Source: an optimization exercise on an open RTL-to-GDS flow (aim: small area). Production flows keep margins and buffers that such runs may drop.
The RTL was checked by simulation tests, not by an equivalence proof against the original design.
The flow treats the clock pin as an ideal source, which a real chip does not have.
Power figures rest on the tool's default switching activity, not on a simulated workload.

==> branch tundra <==
## uart_fifo
module uart_fifo (
    input clk,
    input reset,
    output tx,
    input tx_en,
    input [7:0] tx_data,
    output tx_full,
    input rx,
    input rx_en,
    output [7:0] rx_data,
    output rx_empty
);
export LEC_CHECK = 0
export CAP_MARGIN = 0
export CORE_MARGIN = 2
export CORE_UTILIZATION = 77
export PLACE_DENSITY = 0.86
export SLEW_MARGIN = 0
create_clock -name core_clock -period 10.0 [get_ports {clk}]
standard.sh (not shown) runs the stock make flow with config.mk's settings and CLKGATE_MAP_FILE= SYNTH_SCRIPT=/design/flow/synth_recipe.tcl, a recipe that flattens the netlist after the stock synthesis.
==> flow/flow/run.sh <==
#!/bin/bash
# The standard layout (standard.sh, unchanged synthesis), with these changes:
#  - at the end of floorplan, flow/post_floorplan.tcl re-maps the synthesized
#    logic for area with OpenROAD's restructure (registers untouched);
#  - the ports get the smallest buffer (buf_1);
#  - the clock tree is hand-built (flow/ct_lib.tcl) instead of by TritonCTS:
#    the flip-flops are split by recursive bisection of their placement into
#    groups of at most 25, each driven by an inv_8 at its centroid, all driven
#    by one inv_8 fed by the clock port (two inversions, so the flip-flops see
#    the clock's own polarity). flow/pre_cts.tcl first puts in a buffer tree of
#    the same shape so that CTS finds no clock net to work on; flow/post_cts.tcl
#    then replaces it with the inverters (after CTS's repair_clock_inverters);
#  - flow/post_cts.tcl then also gives each logic cell the smallest drive of
#    its kind that keeps timing, makes each clock-tree inverter as small as a 120 ps
#    flip-flop clock-pin slew target (on placement parasitics) allows, and then
#    runs CTS's usual timing repair.
# Each tool's output is in the ORFS logs under orfs/logs; make's in standard.log.
set -euo pipefail
F=$(cd "$(dirname "$0")" && pwd)
export POST_FLOORPLAN_TCL=$F/post_floorplan.tcl
export PRE_CTS_TCL=$F/pre_cts.tcl
export CTS_ARGS="-clk_nets clk -dont_use_dummy_load -buf_list sky130_fd_sc_hd__clkbuf_8"
export BUFFER_PORTS_ARGS="-buffer_cell sky130_fd_sc_hd__buf_1"
export SKIP_CTS_REPAIR_TIMING=1
export POST_CTS_TCL=$F/post_cts.tcl
bash standard.sh finish > standard.log 2>&1
==> flow/flow/post_cts.tcl <==
# Run after CTS (with SKIP_CTS_REPAIR_TIMING=1): give logic cells their smallest
# drive that keeps timing, make the clock-tree cells (flow/pre_cts.tcl) as small
# as the flip-flop clock-pin slew target allows, then repair timing (setup and
# hold) and legalize, as cts.tcl would have.
proc ct_worst_sink_slew {} {
  set worst 0
  foreach pin [get_pins -hierarchical */CLK] {
    set s [get_property $pin slew_max]
    if {$s > $worst} { set worst $s }
  }
  return $worst
}

proc ct_worst_buf_slew { bufs } {
  set worst 0
  foreach inst $bufs {
    set s [get_property [get_pins -of_objects $inst -filter "direction == output"] slew_max]
    if {$s > $worst} { set worst $s }
  }
  return $worst
}

proc ct_downsize { sink_target buf_target sizes } {
  estimate_parasitics -placement
  set leaves {}; set upper {}
  foreach inst [get_cells *] {
    if {![string match clkleaf_buf_* [get_full_name $inst]] && [get_full_name $inst] ne "clkroot_buf"} { continue }
    set drives_ff 0
    foreach p [get_pins -of_objects [get_nets -of_objects [get_pins -of_objects $inst -filter "direction == output"]]] {
      if {[get_property $p direction] eq "input" && [get_property $p lib_pin_name] eq "CLK"} { set drives_ff 1; break }
    }
    if {$drives_ff} { lappend leaves $inst } else { lappend upper $inst }
  }
  set all [concat $leaves $upper]
  set b0 [ct_worst_buf_slew $all]
  if {$b0 > $buf_target} { set buf_target $b0 }
  puts "ct_downsize: [llength $leaves] leaf and [llength $upper] upper clock buffers, worst clock pin slew [ct_worst_sink_slew]"
  foreach inst $all {
    set orig [get_property $inst ref_name]
    set cur $orig
    regexp {^(sky130_fd_sc_hd__[a-z0-9]+)_[0-9]+$} $orig -> stem
    foreach m $sizes {
      if {![string match ${stem}_* $m]} { continue }
      if {[get_property [get_lib_cells */$m] area] >= [get_property [get_lib_cells */$cur] area]} { continue }
      replace_cell $inst $m
      estimate_parasitics -placement
      if {[ct_worst_sink_slew] > $sink_target || [ct_worst_buf_slew $all] > $buf_target} {
        replace_cell $inst $cur
        estimate_parasitics -placement
        break
      }
      set cur $m
    }
    if {$cur ne $orig} { puts "ct_downsize: [get_full_name $inst] $orig -> $cur" }
  }
  puts "ct_downsize: worst clock pin slew [ct_worst_sink_slew], worst clock buffer slew [ct_worst_buf_slew $all]"
}

# Give every other cell the smallest drive of its kind (name stem _N) that keeps
# the worst setup slack above a margin and adds no slew or capacitance
# violation.
proc cell_downsize { slack_margin } {
  estimate_parasitics -placement
  set n 0; set saved 0
  foreach inst [get_cells *] {
    set m [get_property $inst ref_name]
    if {![regexp {^(sky130_fd_sc_hd__[a-z0-9]+)_([0-9]+)$} $m -> stem drive]} { continue }
    if {[string match *clk* $stem] || [string match *df* $stem] || [string match *tap* $stem]} { continue }
    if {[string match clk* [get_full_name $inst]]} { continue }
    if {[get_property $inst is_buffer] && [string match input* [get_full_name $inst]]} { continue }
    set a0 [get_property [get_lib_cells */$m] area]
    set cur $m
    foreach d {0 1 2} {
      set cand ${stem}_$d
      if {$cand eq $cur || [llength [get_lib_cells -quiet */$cand]] == 0} { continue }
      if {[get_property [get_lib_cells */$cand] area] >= [get_property [get_lib_cells */$cur] area]} { continue }
      replace_cell $inst $cand
      estimate_parasitics -placement
      if {[sta::worst_slack_cmd max] < $slack_margin * 1e-9 || [sta::max_slew_violation_count] > 0 || [sta::max_capacitance_violation_count] > 0} {
        replace_cell $inst $cur
        estimate_parasitics -placement
      } else {
        set cur $cand
        break
      }
    }
    if {$cur ne $m} { incr n; set saved [expr {$saved + $a0 - [get_property [get_lib_cells */$cur] area]}] }
  }
  puts "cell_downsize: $n cells made smaller, [format %.2f $saved] um2 saved"
}

# The tree of inverters: groups of at most 25 flip-flops, one inv_8 each,
# under one inv_8 (two inversions, so the flip-flops see the clock's own
# polarity). It is built here, after CTS's repair_clock_inverters, which would
# otherwise give every flip-flop an inverter of its own.
source [file dirname [info script]]/ct_lib.tcl
remove_clock_tree
set ct_n [llength [[[ord::get_db_block] findNet clk] getITerms]]
build_clock_tree [expr {($ct_n + 24) / 25}] sky130_fd_sc_hd__inv_8 sky130_fd_sc_hd__inv_8
detailed_placement
estimate_parasitics -placement

cell_downsize 2.0
ct_downsize 0.120 0.150 {sky130_fd_sc_hd__inv_8 sky130_fd_sc_hd__inv_6 sky130_fd_sc_hd__inv_4 sky130_fd_sc_hd__inv_2}
estimate_parasitics -placement
repair_timing_helper
detailed_placement
check_placement -verbose
==> flow/flow/post_floorplan.tcl <==
# Run at the end of floorplan: re-map the synthesized logic for area with
# OpenROAD's restructure (ABC), from a copy of the library without the
# platform's don't-use cells. Registers are not touched.
set rmp_dir $::env(RESULTS_DIR)/rmp
file mkdir $rmp_dir
set rmp_lib $rmp_dir/restructure.lib
exec python3 [file dirname [info script]]/filter_lib.py \
  $::env(PLATFORM_DIR)/lib/sky130_fd_sc_hd__tt_025C_1v80.lib $rmp_lib $::env(DONT_USE_CELLS)
# Two passes: the second finds a little more.
foreach pass {1 2} {
  log_cmd restructure -target area -liberty_file $rmp_lib \
    -tielo_port sky130_fd_sc_hd__conb_1/LO -tiehi_port sky130_fd_sc_hd__conb_1/HI \
    -work_dir $rmp_dir
}
Other scripts of this flow, unchanged in this note and not shown: flow/flow/ct_lib.tcl, flow/flow/filter_lib.py, flow/flow/pre_cts.tcl
==> branch willow: changes against branch tundra <==
--- a/flow/flow/run.sh
+++ b/flow/flow/run.sh
@@ -5,13 +5,13 @@
 #  - the ports get the smallest buffer (buf_1);
 #  - the clock tree is hand-built (flow/ct_lib.tcl) instead of by TritonCTS:
 #    the flip-flops are split by recursive bisection of their placement into
-#    groups of at most 25, each driven by an inv_8 at its centroid, all driven
-#    by one inv_8 fed by the clock port (two inversions, so the flip-flops see
+#    groups of at most 22, each driven by an inv_8 at its centroid, all driven
+#    by one inv_12 fed by the clock port (two inversions, so the flip-flops see
 #    the clock's own polarity). flow/pre_cts.tcl first puts in a buffer tree of
 #    the same shape so that CTS finds no clock net to work on; flow/post_cts.tcl
 #    then replaces it with the inverters (after CTS's repair_clock_inverters);
 #  - flow/post_cts.tcl then also gives each logic cell the smallest drive of
-#    its kind that keeps timing, makes each clock-tree inverter as small as a 120 ps
+#    its kind that keeps timing, makes each clock-tree inverter as small as a 110 ps
 #    flip-flop clock-pin slew target (on placement parasitics) allows, and then
 #    runs CTS's usual timing repair.
 # Each tool's output is in the ORFS logs under orfs/logs; make's in standard.log.
--- a/flow/flow/post_cts.tcl
+++ b/flow/flow/post_cts.tcl
@@ -89,19 +89,19 @@
   puts "cell_downsize: $n cells made smaller, [format %.2f $saved] um2 saved"
 }
 
-# The tree of inverters: groups of at most 25 flip-flops, one inv_8 each,
-# under one inv_8 (two inversions, so the flip-flops see the clock's own
+# The tree of inverters: groups of at most 22 flip-flops, one inv_8 each,
+# under one inv_12 (two inversions, so the flip-flops see the clock's own
 # polarity). It is built here, after CTS's repair_clock_inverters, which would
 # otherwise give every flip-flop an inverter of its own.
 source [file dirname [info script]]/ct_lib.tcl
 remove_clock_tree
 set ct_n [llength [[[ord::get_db_block] findNet clk] getITerms]]
-build_clock_tree [expr {($ct_n + 24) / 25}] sky130_fd_sc_hd__inv_8 sky130_fd_sc_hd__inv_8
+build_clock_tree [expr {($ct_n + 21) / 22}] sky130_fd_sc_hd__inv_12 sky130_fd_sc_hd__inv_8
 detailed_placement
 estimate_parasitics -placement
 
 cell_downsize 2.0
-ct_downsize 0.120 0.150 {sky130_fd_sc_hd__inv_8 sky130_fd_sc_hd__inv_6 sky130_fd_sc_hd__inv_4 sky130_fd_sc_hd__inv_2}
+ct_downsize 0.110 0.150 {sky130_fd_sc_hd__inv_8 sky130_fd_sc_hd__inv_6 sky130_fd_sc_hd__inv_4 sky130_fd_sc_hd__inv_2}
 estimate_parasitics -placement
 repair_timing_helper
 detailed_placement
==> flow/flow/post_floorplan.tcl (replaced) <==
# Run at the end of floorplan: re-map the synthesized logic for area with
# OpenROAD's restructure (ABC), from a copy of the library without the
# platform's don't-use cells. Registers are not touched.
set rmp_dir $::env(RESULTS_DIR)/rmp
file mkdir $rmp_dir
set rmp_lib $rmp_dir/restructure.lib
exec python3 [file dirname [info script]]/filter_lib.py \
  $::env(PLATFORM_DIR)/lib/sky130_fd_sc_hd__tt_025C_1v80.lib $rmp_lib $::env(DONT_USE_CELLS)
log_cmd restructure -target area -liberty_file $rmp_lib \
  -tielo_port sky130_fd_sc_hd__conb_1/LO -tiehi_port sky130_fd_sc_hd__conb_1/HI \
  -work_dir $rmp_dir
- CAP_MARGIN: 0 -> 20
- CORE_UTILIZATION: 77 -> 70
- PLACE_DENSITY: 0.86 -> 0.8
- SLEW_MARGIN: 0 -> 20
==> comparison <==
- Of branch willow and branch tundra, branch tundra has the higher first-iteration DRC count (gap about 34%, measured against branch tundra).
- Sequential power: branch willow is smaller than branch tundra (3.0%).
- Sequential cell count is the same in branch willow and branch tundra.
- Between branch willow and branch tundra, the lower design area is in branch tundra (gap about 0.8%, measured against branch tundra).
- Against branch tundra, the via count of branch willow is smaller by about 3.5%.
- Between branch willow and branch tundra, the lower core utilization is in branch willow (gap 5.7 points).
- Against branch willow, the wire length of branch tundra is larger by about 10%.
==> figures <==
Worst skew pair latency: branch willow 180 ps; branch tundra 210 ps
Footprint of the multi-input gates: branch willow 620.6 um2; branch tundra 606.8 um2
Row count: branch willow 33; branch tundra 32
Origin of the worst setup path: branch willow U_TX.c[5]; branch tundra U_TX_FIFO.v[1]
Run status: branch willow no timing/DRC/antenna violations; branch tundra no timing/DRC/antenna violations
Signal inverters: branch willow 43; branch tundra 39
Register-to-register setup slack: branch willow 6670 ps; branch tundra 6580 ps
Capturing instance or port of the critical path: branch willow tx; branch tundra tx_full
Global-route wire length before repair: branch willow 11210 um; branch tundra 12320 um
Max IR drop VDD: branch willow 0.1499 mV; branch tundra 0.1308 mV
Seq group: branch willow 936 uW; branch tundra 965 uW
Routing usage on met1: branch willow 23.82%; branch tundra 26.71%
Pre-CTS setup slack: branch willow 6653 ps; branch tundra 6602 ps
Worst R2R Path Depth: branch willow 8; branch tundra 6
HPWL Detailed: branch willow 4757 um; branch tundra 5196 um

separate check: timing with driven ports:
How much do the figures lean on ideal ports? The routed layouts below were timed once more, with nothing changed but the port constraints.
Step 1 (the two cells are an assumption about what drives the block):
set clk [get_ports {clk}]
set_driving_cell -lib_cell sky130_fd_sc_hd__clkbuf_16 $clk
set_driving_cell -lib_cell sky130_fd_sc_hd__buf_2 [delete_from_list [all_inputs] $clk]
Step 2 also shifts input and output timing later by t, the mid clock arrival at the registers, as if the neighbouring blocks saw the same clock.
Slacks: no drivers / after step 1 / after step 2; pairs: no drivers / after step 1.
run	t (ns)	setup slack, ns	worst setup path after step 2	pins driven straight from the clock port
branch tundra	0.250	6.320 / 6.272 / 6.522	register to output	1
branch willow	0.232	6.451 / 6.395 / 6.627	register to output	1
After both steps setup and hold are still met in every run listed.
